This design comes from an exercise in tuning for a short achievable clock period and few clock cycles on the open sky130 flow, not from production work. In this exercise RTL edits were held to simulation tests only and were not proved equivalent to the original.

Setup of job 101:
// CPU
module CPU(
    input clk,
    input rstn,
    output [31:0] imem_addr,
    input  [31:0] imem_rdata,
    output [31:0] dmem_addr,
    output [31:0] dmem_wdata,
    output dmem_we,
    input  [31:0] dmem_rdata
    );
    reg  [31:0] pc_f;
    reg         wr_e, ld_e, st_e, cb_e, beq_e, blt_e, bltu_e, jalr_e, jf_e;
    reg         k_e;             
    reg         pt_e;
    reg  [4:0]  rd_e;
    reg  [31:0] a_e, b_e, sd_e, pre_e, alt_e;
    reg  [31:0] pcx_e;             
    reg  [20:0] jimm_e;
    reg  [19:0] pch_e;           
    reg         aui_e;
    reg  [5:0]  bi_e;
    reg         fa_r_e, fa_l_e;      
    reg         fb_r_e, fb_l_e;      
    reg         fs_r_e, fs_l_e, fs_n_e;      
    reg         s_addi_e, s_add_e, s_sub_e, s_xor_e, s_or_e, s_and_e, s_sll_e, s_sr_e, s_pre_e;
    reg         sra_e;
    reg  [4:0]  sh_e;
    reg         wr_m, ld_m, st_m;
    reg  [4:0]  rd_m;
    reg  [31:0] res_m, sd_m, addr_m, alt_m;
    reg         late_m, tk_m, pt_m;
    reg  [31:0] pc_o;            
    reg         bht_v [0:63];
    reg  [1:0]  bht_c [0:63];
    reg         upd_v, upd_t;
    reg  [5:0]  upd_i;
    assign dmem_addr  = addr_m;
    assign dmem_wdata = sd_m;
    assign dmem_we    = st_m;
    wire [31:0] wbd = ld_m ? dmem_rdata : res_m;
    wire wr_x   = wr_e   & ~k_e;
    wire ld_x   = ld_e   & ~k_e;
    wire st_x   = st_e   & ~k_e;
    wire cb_x   = cb_e   & ~k_e;
    wire jalr_x = jalr_e & ~k_e;
    wire jf_x   = jf_e   & ~k_e;
    assign imem_addr = pc_o;
    wire [31:0] ir  = imem_rdata;
    wire [6:0]  op  = ir[6:0];
    wire [4:0]  rs1 = ir[19:15];
    wire [4:0]  rs2 = ir[24:20];
    wire [4:0]  rd  = ir[11:7];
    wire [2:0]  f3  = ir[14:12];
    wire is_op    = (op[6:2] == 5'b01100);
    wire is_opi   = (op[6:2] == 5'b00100);
    wire is_lui   = (op[6:2] == 5'b01101);
    wire is_auipc = (op[6:2] == 5'b00101);
    wire is_ld    = (op[6:2] == 5'b00000);
    wire is_st    = (op[6:2] == 5'b01000);
    wire is_br    = (op[6:2] == 5'b11000);
    wire is_jal   = (op[6:2] == 5'b11011);
    wire is_jalr  = (op[6:2] == 5'b11001);
  ...
Size in the first run: about 1600 flip-flops, about 160 I/O pins, roughly 0.090 mm2 of cells after synthesis.
clock: 9.5 ns
lec_check: 0
abc_clock_period_in_ps: 2500
cap_margin: 20
core_margin: 2
core_utilization: 40
slew_margin: 20
standard.sh (not shown) runs the stock make flow with config.mk's settings and CLKGATE_MAP_FILE= SYNTH_SCRIPT=/design/flow/synth_recipe.tcl, a recipe that flattens the netlist after the stock synthesis.
==> flow/flow/run.sh <==
#!/bin/bash
# Standard ORFS layout with two changes:
#  - no adder-cell mapping in synthesis (the adders are written as
#    parallel-prefix logic and are left to ABC);
#  - repair_timing asked for extra setup margin, so that it keeps optimising
#    below the (loose) clock constraint.
set -euo pipefail
MARGIN=${MARGIN:-6.0}
bash standard.sh ADDER_MAP_FILE= MATCH_CELL_FOOTPRINT=0 SETUP_SLACK_MARGIN=$MARGIN finish > standard_flow.log 2>&1
Testbench counts of job 101, summed over its fixed seeds: cycles 38,470.
--- input diff job 101..job 102 ---
--- a/flow/design.v
+++ b/flow/design.v
@@ -123,20 +123,18 @@
     output dmem_we,
     input  [31:0] dmem_rdata
     );
     reg  [31:0] pc_f;
     reg         wr_e, ld_e, st_e, cb_e, beq_e, blt_e, bltu_e, jalr_e, jf_e;
     reg         k_e;             
     reg         pt_e;
     reg  [4:0]  rd_e;
     reg  [31:0] a_e, b_e, sd_e, pre_e, alt_e;
-    reg  [31:0] pcx_e;             
-    reg  [20:0] jimm_e;
     reg  [19:0] pch_e;           
     reg         aui_e;
     reg  [5:0]  bi_e;
     reg         fa_r_e, fa_l_e;      
     reg         fb_r_e, fb_l_e;      
     reg         fs_r_e, fs_l_e, fs_n_e;      
     reg         s_addi_e, s_add_e, s_sub_e, s_xor_e, s_or_e, s_and_e, s_sll_e, s_sr_e, s_pre_e;
     reg         sra_e;
     reg  [4:0]  sh_e;
@@ -175,20 +173,21 @@
     wire is_br    = (op[6:2] == 5'b11000);
     wire is_jal   = (op[6:2] == 5'b11011);
     wire is_jalr  = (op[6:2] == 5'b11001);
     wire wrs      = is_op | is_opi | is_lui | is_auipc | is_ld | is_jal | is_jalr;
     wire [31:0] imm_i = {{20{ir[31]}}, ir[31:20]};
     wire [31:0] imm_s = {{20{ir[31]}}, ir[31:25], ir[11:7]};
     wire [31:0] imm_b = {{20{ir[31]}}, ir[7], ir[30:25], ir[11:8], 1'b0};
     wire [31:0] imm_u = {ir[31:12], 12'b0};
     wire [31:0] imm_j = {{12{ir[31]}}, ir[19:12], ir[20], ir[30:21], 1'b0};
-    wire [31:0] tgt_b;
+    wire [31:0] tgt_b, tgt_j;
     pc_add #(.W(13)) add_b(.pc(pc_f), .imm(imm_b[12:0]), .s(tgt_b));
+    pc_add #(.W(21)) add_j(.pc(pc_f), .imm(imm_j[20:0]), .s(tgt_j));
     wire jal_n = is_jal & (ir[19:12] == {8{ir[31]}});
     wire [31:0] tgt_jn;
     pc_add #(.W(13)) add_jn(.pc(pc_f), .imm(imm_j[12:0]), .s(tgt_jn));
     wire [31:0] pc4_f = pc_f + 32'd4;
     wire br_nop = ~ir[31] & ~ir[7] & (ir[30:25] == 6'd0) & (ir[11:8] == 4'd2);
     wire cb_f   = is_br & ~br_nop;
     wire [5:0] bi   = pc_f[7:2];
     wire       sdir = (rs1 == rs2) ? (f3 == 3'b000) : ir[31];
     wire       dir  = bht_v[bi] ? bht_c[bi][1] : sdir;
@@ -248,21 +247,19 @@
                       | ({32{s_sub_e}} & dif)
                       | ({32{s_xor_e}} & (A ^ B))
                       | ({32{s_or_e }} & (A | B))
                       | ({32{s_and_e}} & (A & B))
                       | ({32{s_sll_e}} & shl)
                       | ({32{s_sr_e }} & shr)
                       | ({32{s_pre_e}} & pre_v);
     wire taken_e    = late_e ? taken_l : taken_ee;
     wire redirect_l = late_m & (tk_m ^ pt_m);
-    wire redirect_e = ~redirect_l & ((cb_x & ~late_e & (taken_ee ^ pt_e)) | jalr_x);
-    wire [31:0] jft;
-    pc_add #(.W(21)) add_jf(.pc(pcx_e), .imm(jimm_e), .s(jft));
+    wire redirect_e = ~redirect_l & ((cb_x & ~late_e & (taken_ee ^ pt_e)) | jalr_x | jf_x);
     wire [31:0] rtgt_e = jalr_e ? {jt[31:1], 1'b0} : alt_e;
     wire [31:0] npc_p = jal_n ? tgt_jn : (pt_f ? tgt_b : pc4_f);
     wire [31:0] npc_s = stall ? pc_f : npc_p;
     wire [31:0] npc   = ({32{redirect_l}} & alt_m) | ({32{redirect_e}} & rtgt_e) | ({32{~redirect_l & ~redirect_e}} & npc_s);
     always @(posedge clk or negedge rstn) begin
         if (!rstn)
             pc_f <= 32'd0;
         else
             pc_f <= npc;
@@ -283,21 +280,19 @@
         k_e    <= redirect_e | redirect_l;
     end
     always @(posedge clk) begin
         rd_e    <= rd;
         pt_e    <= pt_f;
         bi_e    <= bi;
         a_e     <= rv1;
         b_e     <= use_imm ? imm_alu : rv2;
         sd_e    <= rv2;
-        alt_e   <= pt_f ? pc4_f : tgt_b;
-        pcx_e   <= pc_f;
-        jimm_e  <= imm_j[20:0];
+        alt_e   <= is_jal ? tgt_j : (pt_f ? pc4_f : tgt_b);
         fa_r_e  <= m1 & ~ld_e;
         fa_l_e  <= m1 & ld_e;
         fb_r_e  <= ~use_imm & m2 & ~ld_e;
         fb_l_e  <= ~use_imm & m2 & ld_e;
         fs_r_e  <= m2 & ~ld_e;
         fs_l_e  <= m2 & ld_e;
         fs_n_e  <= ~m2;
         pre_e   <= is_lui ? imm_u : (is_auipc ? {ir[31:12], pc_f[11:0]} : pc4_f);
         pch_e   <= pc_f[31:12];
@@ -313,26 +308,26 @@
         s_pre_e <= is_lui | is_auipc | is_jal | is_jalr;
         sra_e   <= ir[30];
         sh_e    <= ir[24:20];
     end
     always @(posedge clk or negedge rstn) begin
         if (!rstn) begin
             wr_m <= 1'b0; ld_m <= 1'b0; upd_v <= 1'b0; late_m <= 1'b0;
         end else begin
             wr_m <= wr_x & ~redirect_l; ld_m <= ld_x & ~redirect_l;
-            upd_v <= cb_x & ~redirect_l; late_m <= (late_e | jf_x) & ~redirect_l;
+            upd_v <= cb_x & ~redirect_l; late_m <= late_e & ~redirect_l;
         end
     end
     always @(posedge clk) begin
         st_m  <= st_x & ~redirect_l;     
-        tk_m  <= taken_l | jf_x;
-        pt_m  <= pt_e & ~jf_x;
-        alt_m <= jf_x ? jft : alt_e;
+        tk_m  <= taken_l;
+        pt_m  <= pt_e;
+        alt_m <= alt_e;
         addr_m <= sum_i;
         rd_m  <= rd_e;
         res_m <= res_e;
         sd_m  <= S;
         upd_t <= taken_e;
         upd_i <= bi_e;
     end
     integer k;
     always @(posedge clk or negedge rstn) begin
[summary]
Job 102 ends up with lower cell count than job 101 does. Relative to job 101, mean number of vias per cell has decreased by 0.020 in job 102. What job 102 reported for total of plain and repair buffers excluding clock buffers has to be multiplied by 1.13 to get the figure for job 101. Routed wire length, job 102 and job 101: larger value in job 101. Job 102 has die width below what job 101 had. Going from job 101 to job 102, number of setup buffers added after CTS down 28%, via count now sits lower, tightest hold margin shows a reduction of 0.057 ns.
Testbench counts of job 102, summed over its fixed seeds: cycles 38,470.

## separate check: timing with driven ports
The results above use ideal ports. As a check the final layouts listed here were re-extracted and re-timed, cells and wires unchanged. Step 1 assumes that a clkbuf_16 drives the clock port and a buf_2 every other input. Step 2 also shifts input and output timing later by t, the mid clock arrival at the registers, as if the neighbouring blocks saw the same clock. a / b / c = no drivers / after step 1 / after step 2; a / b = the first two.
run | shift t [ns] | setup WS [ns] | worst setup path at the end | slew at the worst register clock pin (ns) | pins driven straight from the clock port
job 101 | 0.956 | 5.336 / 5.217 / 4.261 | input to register | 0.07 / 0.07 | 1
job 102 | 0.965 | 5.361 / 5.118 / 4.153 | input to register | 0.07 / 0.07 | 1
After both steps setup and hold are still met in every run listed. The setup slack of job 102, which loses most, moves by -0.243 ns with the drivers and by -1.208 ns with both steps.
